Source: an optimization exercise on an open RTL-to-GDS flow (aim: small area, a short achievable clock period and few clock cycles). Production flows keep margins and buffers that such runs may drop. The RTL was checked by simulation tests, not by an equivalence proof against the original design.

before:
==> flow/design.v (excerpt) <==
module kalman_fsm_3d #(
    parameter DATA_WIDTH = 32,
    parameter K_SCALED = 137
)(
    input  wire clk,
    input  wire rst,
    input  wire start,
    input  wire signed [DATA_WIDTH-1:0] z_in_x,
    input  wire signed [DATA_WIDTH-1:0] z_in_y,
    input  wire signed [DATA_WIDTH-1:0] z_in_z,
    output reg signed [DATA_WIDTH-1:0] x_out_x,
    output reg signed [DATA_WIDTH-1:0] x_out_y,
    output reg signed [DATA_WIDTH-1:0] x_out_z,
    output reg done
);
Size: roughly 4600 cells after synthesis, about 200 I/O pins, roughly 37000 um^2 of cells after synthesis.
==> module kalman_fsm_3d, before the edit <==
module kalman_fsm_3d #(
    parameter DATA_WIDTH = 32,
    parameter K_SCALED = 137
)(
    input  wire clk,
    input  wire rst,
    input  wire start,
    input  wire signed [DATA_WIDTH-1:0] z_in_x,
    input  wire signed [DATA_WIDTH-1:0] z_in_y,
    input  wire signed [DATA_WIDTH-1:0] z_in_z,
    output reg signed [DATA_WIDTH-1:0] x_out_x,
    output reg signed [DATA_WIDTH-1:0] x_out_y,
    output reg signed [DATA_WIDTH-1:0] x_out_z,
    output reg done
);
    localparam W = DATA_WIDTH;
    reg signed [W-1:0] x_state_x, x_state_y, x_state_z;
    reg ready;
    function signed [W-1:0] scale1000;
        input signed [W-1:0] v;
        reg signed [W+9:0] e, m;
        begin
            e = v;
            m = (e <<< 10) - (e <<< 4) - (e <<< 3);
            scale1000 = m[W+9:10];
        end
    endfunction
    function signed [W-1:0] update;
        input signed [W-1:0] xp;
        input signed [W-1:0] err;
        reg signed [W+9:0] p, e, m;
        begin
            p = xp;
            e = err;
            m = (p <<< 10) + (e * K_SCALED);
            update = m[W+9:10];
        end
    endfunction
    wire signed [W-1:0] xp_x = scale1000(x_state_x);
    wire signed [W-1:0] xp_y = scale1000(x_state_y);
    wire signed [W-1:0] xp_z = scale1000(x_state_z);
    wire signed [W-1:0] xn_x = update(xp_x, z_in_x - scale1000(xp_x));
    wire signed [W-1:0] xn_y = update(xp_y, z_in_y - scale1000(xp_y));
    wire signed [W-1:0] xn_z = update(xp_z, z_in_z - scale1000(xp_z));
    wire go = start & ~done & ready;
    always @(posedge clk or posedge rst) begin
        if (rst) begin
            x_state_x <= 0;
            x_state_y <= 0;
            x_state_z <= 0;
            done <= 1'b0;
            ready <= 1'b0;
        end else begin
            ready <= 1'b1;
            if (go) begin
                x_state_x <= xn_x;
                x_state_y <= xn_y;
                x_state_z <= xn_z;
                done <= 1'b1;
            end else if (!start) begin
                done <= 1'b0;
            end
        end
    end
    always @(*) begin
        x_out_x = x_state_x;
        x_out_y = x_state_y;
        x_out_z = x_state_z;
    end
endmodule
clock: 10.0 ns
lec_check: 0
cap_margin: 20
core_margin: 2
core_utilization: 40
place_density: 0.6
slew_margin: 20
run.sh (not shown) runs the stock make flow with config.mk's settings and CLKGATE_MAP_FILE= SYNTH_SCRIPT=/design/flow/synth_recipe.tcl, a recipe that flattens the netlist after the stock synthesis.
Although before finished all stages, its layout failed final checks on setup timing.
Testbench counts of before, summed over its fixed seeds: cycles 4,088.
For after, these inputs were changed with respect to before:
-- flow/design.v --
<<< before, line 192
    localparam W = DATA_WIDTH;
    reg signed [W-1:0] x_state_x, x_state_y, x_state_z;
    reg ready;
    function signed [W-1:0] scale1000;
>>> after, line 192
    localparam W = DATA_WIDTH;
    reg signed [W-1:0] x_state_x, x_state_y, x_state_z;
    reg signed [W-1:0] hx_x, hx_y, hx_z;
    reg ready;
    function signed [W-1:0] scale1000;
<<< before, line 216
    wire signed [W-1:0] xp_y = scale1000(x_state_y);
    wire signed [W-1:0] xp_z = scale1000(x_state_z);
    wire signed [W-1:0] xn_x = update(xp_x, z_in_x - scale1000(xp_x));
    wire signed [W-1:0] xn_y = update(xp_y, z_in_y - scale1000(xp_y));
    wire signed [W-1:0] xn_z = update(xp_z, z_in_z - scale1000(xp_z));
    wire go = start & ~done & ready;
    always @(posedge clk or posedge rst) begin
>>> after, line 217
    wire signed [W-1:0] xp_y = scale1000(x_state_y);
    wire signed [W-1:0] xp_z = scale1000(x_state_z);
    wire signed [W-1:0] xn_x = update(xp_x, z_in_x - hx_x);
    wire signed [W-1:0] xn_y = update(xp_y, z_in_y - hx_y);
    wire signed [W-1:0] xn_z = update(xp_z, z_in_z - hx_z);
    wire go = start & ~done & ready;
    always @(posedge clk or posedge rst) begin
<<< before, line 239
        end
    end
    always @(*) begin
        x_out_x = x_state_x;
>>> after, line 240
        end
    end
    always @(posedge clk) begin
        hx_x <= scale1000(xp_x);
        hx_y <= scale1000(xp_y);
        hx_z <= scale1000(xp_z);
    end
    always @(*) begin
        x_out_x = x_state_x;
Notes after the runs:
Row fmax: after higher / before lower
Higher ratio of final minimum period to clock period was reported by before, not after.
Higher maximum number of pins on one net before global-route repair was reported by after, not before.
before vs after, type of the worst setup path: flop to flop vs primary input to flop
FAIL: before; every other run in before and after is clean
In before the implementation completed, yet the final layout does not meet the checks, the culprit being setup timing.
Re relative slew slack: before was higher than after.
Testbench counts of after, summed over its fixed seeds: cycles 4,088.

==> afterwards: timing with drivers on the ports <==
No port has a modelled driver above. Below, the same layouts with a new extraction and two added sets of constraints.
Step 1 (the two cells are an assumption about what drives the block):
set clk [get_ports {clk}]
set_driving_cell -lib_cell sky130_fd_sc_hd__clkbuf_16 $clk
set_driving_cell -lib_cell sky130_fd_sc_hd__buf_2 [delete_from_list [all_inputs] $clk]
Step 2 moves the port delays by t, midway between the first and last clock arrival at a register: inputs arrive t later, outputs are due t later. That takes back most of the time a late clock gives input paths.
Three values: no drivers, after step 1, after step 2; two values: the first two.
run	t (ns)	setup slack, ns	worst setup path at the end
before	0.442	-0.962 / -0.962 / -0.962	register to register
after	0.591	0.800 / 0.851 / 0.260	input to register
The setup slack of after, which loses most, moves by +0.051 ns with the drivers and by -0.540 ns with both steps.
